What follows belongs to an exercise in optimizing a design on an open flow for a short achievable clock period and few clock cycles; a production flow would make more cautious choices.
Only simulation tests tie the RTL to the original design; equivalence was not proved.
Power and IR drop assume default switching activity.

## processor
module processor(
input clk,
input rst,
output [31:0] imem_addr,
input  [31:0] imem_data,
output [31:0] dmem_addr,
output [31:0] dmem_wdata,
output dmem_we,
output dmem_re,
input  [31:0] dmem_rdata,
output ret_valid,
output [31:0] ret_pc,
output ret_we,
output [4:0] ret_waddr,
output [31:0] ret_wdata
);
Size in the first run: about 8600 cells after synthesis, ~3100 flip-flops, ~240 I/O pins, ~120000 um^2 of cells after synthesis.
==> flow/config.mk <==
export PLATFORM = sky130hd
export DESIGN_NAME = processor
export DESIGN_NICKNAME = processor
export VERILOG_FILES = /design/flow/design.v
export SDC_FILE = /design/flow/constraint.sdc
export NUM_CORES = 4
export LEC_CHECK = 0
export CAP_MARGIN = 20
export CORE_MARGIN = 2
export CORE_UTILIZATION = 40
export SETUP_SLACK_MARGIN = 0.5
export SLEW_MARGIN = 20
==> flow/constraint.sdc <==
create_clock -name core_clock -period 11.0 [get_ports {clk}]
set_input_delay 2.2000 -clock core_clock [delete_from_list [all_inputs] [get_ports {clk}]]
set_output_delay 2.2000 -clock core_clock [all_outputs]
set_load 0.01 [all_outputs]
standard.sh (not shown) runs the stock make flow with config.mk's settings and CLKGATE_MAP_FILE= SYNTH_SCRIPT=/design/flow/synth_recipe.tcl, a recipe that flattens the netlist after the stock synthesis.
==> flow/flow/run.sh <==
#!/bin/bash
# Standard ORFS layout (the standard.sh, unchanged synthesis), with timing repair
# asked for a larger setup margin so that it keeps shortening the worst paths, and
# the port buffers made plain buffers (buf_4) rather than the smallest buffer-like cell.
set -euo pipefail
cd "$(dirname "$0")/.."
bash standard.sh SETUP_SLACK_MARGIN=7.5 TNS_END_PERCENT=100 \
  "BUFFER_PORTS_ARGS=-buffer_cell sky130_fd_sc_hd__buf_4" finish > standard_flow.log 2>&1
Testbench counts at the start, summed over its fixed seeds: cycles 136,030.
Next try:
--- a/flow/flow/run.sh
+++ b/flow/flow/run.sh
@@ -5,4 +5,4 @@
 set -euo pipefail
 cd "$(dirname "$0")/.."
-bash standard.sh SETUP_SLACK_MARGIN=7.5 TNS_END_PERCENT=100 \
+bash standard.sh SETUP_SLACK_MARGIN=7.5 TNS_END_PERCENT=20 \
   "BUFFER_PORTS_ARGS=-buffer_cell sky130_fd_sc_hd__buf_4" finish > standard_flow.log 2>&1
Cell area falls by 1.0%; total power falls by 0.73%; first-iteration DRC count rises by 1.2%; wire length stays flat; fmax falls by 0.56%; flip-flop and latch count does not change; setup slack is worse by 0.021 ns; clock-buffer cell count does not change; clock skew falls by 0.0053 ns.


== rev 12 ==
Another version of the RTL of processor (not shown whole).
Size in the first run: about 2,900 flip-flops, about 240 I/O pins, roughly 130,000 sq um of cells after synthesis.
export LEC_CHECK = 0
export CAP_MARGIN = 20
export CORE_MARGIN = 2
export CORE_UTILIZATION = 40
export SETUP_SLACK_MARGIN = 0.5
export SLEW_MARGIN = 20
create_clock -name core_clock -period 11.0 [get_ports {clk}]
==> flow/flow/run.sh <==
#!/bin/bash
# Standard ORFS layout (the standard.sh, unchanged synthesis), with timing repair
# asked for a larger setup margin so that it keeps shortening the worst paths, and
# the port buffers made plain buffers (buf_4) rather than the smallest buffer-like cell.
set -euo pipefail
cd "$(dirname "$0")/.."
bash standard.sh SETUP_SLACK_MARGIN=7.5 TNS_END_PERCENT=20 \
  "BUFFER_PORTS_ARGS=-buffer_cell sky130_fd_sc_hd__buf_4" finish > standard_flow.log 2>&1
Every stage of the flow completed for rev 12, and the final layout passed the timing, design-rule and antenna checks.
Testbench counts of rev 12, summed over its fixed seeds: cycles 135,275.
What rev 13 does differently from rev 12 at the input level:
-- flow/flow/run.sh --
<<< rev 12, line 7
bash standard.sh SETUP_SLACK_MARGIN=7.5 TNS_END_PERCENT=20 \
>>> rev 13, line 7
bash standard.sh SETUP_SLACK_MARGIN=7.5 TNS_END_PERCENT=100 \
Findings:
Rev 12 → rev 13: final critical delay including setup and external delays saw a decrease; number of global-route vias before repair increased by about 1.9% relative to the old numbers. In terms of proportion of power drawn by combinational gates, rev 13 and rev 12 differ only marginally. [compare] base=rev 12 new=rev 13: detailed placement HPWL now larger, utilization now sits higher.


processor, a different RTL version from the one above (not shown whole).
Size: ~6900 cells after synthesis, about 240 I/O pins, ~0.12 sq mm of cells after synthesis.
Design processor, start of the top module:
module processor(
input clk,
input rst,
output [31:0] imem_addr,
input  [31:0] imem_data,
output [31:0] dmem_addr,
output [31:0] dmem_wdata,
output dmem_we,
output dmem_re,
input  [31:0] dmem_rdata,
output ret_valid,
output [31:0] ret_pc,
output ret_we,
output [4:0] ret_waddr,
output [31:0] ret_wdata
);
reg [31:0] pc_f;
reg        v_d, hit_d;
reg [31:0] ir_d, pc_d, pc4_d;
reg        v_e, hit_e;
reg [31:0] a_e, b_e, sd_e, pc_e, pc4_e, st_e, pnx_e;
reg        we_e, lw_e, sw_e, link_e;
reg [4:0]  wa_e;
reg        sub_e, s_ar_e, s_and_e, s_or_e, s_xor_e, s_nor_e, s_slt_e, s_pass_e;
reg        j_e, jx_e, brv_e, baln_e, blez_e, beq_e, pnx4_e, pnxst_e;
reg        v_m;
reg [31:0] res_m, sd_m, pc_m;
reg        we_m, lw_m, dwe_m, dre_m;
reg [4:0]  wa_m;
reg        v_w;
reg [31:0] res_w, pc_w;
reg        we_w;
reg [4:0]  wa_w;
reg        flag_n, flag_v;
reg [31:0] rf [0:31];
reg        btb_v   [0:31];
reg [6:0]  btb_tag [0:31];
reg [31:0] btb_tgt [0:31];
reg        bu_set, bu_clr;
reg [4:0]  bu_idx;
reg [6:0]  bu_tag;
reg [31:0] bu_tgt;
assign imem_addr = pc_f;
wire [31:0] pc4_f  = pc_f + 32'd4;
  ...
==> flow/config.mk <==
export PLATFORM = sky130hd
export DESIGN_NAME = processor
export DESIGN_NICKNAME = processor
export VERILOG_FILES = /design/flow/design.v
export SDC_FILE = /design/flow/constraint.sdc
export NUM_CORES = 4
export LEC_CHECK = 0
export CAP_MARGIN = 20
export CORE_MARGIN = 2
export CORE_UTILIZATION = 55
export SETUP_SLACK_MARGIN = 0.5
export SLEW_MARGIN = 20
==> flow/constraint.sdc <==
create_clock -name core_clock -period 11.0 [get_ports {clk}]
set_input_delay 2.2000 -clock core_clock [delete_from_list [all_inputs] [get_ports {clk}]]
set_output_delay 2.2000 -clock core_clock [all_outputs]
set_load 0.01 [all_outputs]
==> flow/flow/run.sh <==
#!/bin/bash
# Standard ORFS layout (the standard.sh, unchanged synthesis), with timing repair
# asked for a larger setup margin so that it keeps shortening the worst paths.
set -euo pipefail
cd "$(dirname "$0")/.."
bash standard.sh SETUP_SLACK_MARGIN=7.5 TNS_END_PERCENT=20 finish > standard_flow.log 2>&1
Testbench counts at the start, summed over its fixed seeds: cycles 136,589.
Next try:
==> flow/flow/run.sh (replaced) <==
#!/bin/bash
# Standard ORFS layout (the standard.sh, unchanged synthesis), with timing repair
# asked for a larger setup margin so that it keeps shortening the worst paths, and
# the port buffers made plain buffers (buf_4) rather than the smallest buffer-like cell.
set -euo pipefail
cd "$(dirname "$0")/.."
bash standard.sh SETUP_SLACK_MARGIN=7.5 TNS_END_PERCENT=20 \
  "BUFFER_PORTS_ARGS=-buffer_cell sky130_fd_sc_hd__buf_4" finish > standard_flow.log 2>&1
Settings changed: CORE_UTILIZATION 55 to 40.
=> Critical path depth shrinks by 7; worst hold slack improved by 13 ps; design area is higher by 0.63%; synthesized area does not change.

-- port drivers added, routing unchanged --
No port has a modelled driver above. Below, the same layouts with a new extraction and two added sets of constraints.
Step 1 sets driving cells, clkbuf_16 on the clock port and buf_2 on the other inputs (assumed; they add their load-dependent delay and slew).
Step 2 adds t to the input delays and takes it off the output delays; t is the mean of the earliest and latest rising clock arrival at the registers after step 1. Input paths then give back, and output paths get back, about the clock's delay inside the block.
Slacks: ideal ports / drivers / drivers and shift; pairs: ideal ports / drivers.
run	shift t [ns]	setup slack, ns	worst setup path after step 2	latest minus earliest clock arrival (ns)	slew at the worst register clock pin (ns)
the first run of note 1	1.046	7.253 / 7.132 / 6.570	input to register	0.053 / 0.053	0.07 / 0.07
the second run of note 1	1.046	7.232 / 7.108 / 6.326	input to register	0.046 / 0.045	0.07 / 0.07
rev 12	1.010	7.197 / 7.155 / 6.578	input to register	0.047 / 0.047	0.07 / 0.07
rev 13	1.010	7.227 / 7.143 / 6.982	input to register	0.058 / 0.059	0.07 / 0.07
the first run of note 3	1.015	7.146 / 7.132 / 6.560	input to register	0.066 / 0.067	0.07 / 0.07
the second run of note 3	0.993	7.250 / 7.154 / 6.880	input to register	0.100 / 0.100	0.07 / 0.07
After both steps every run listed still meets setup and hold. The setup slack of the second run of note 1, which loses most, moves by -0.124 ns with the drivers and by -0.906 ns with both steps.
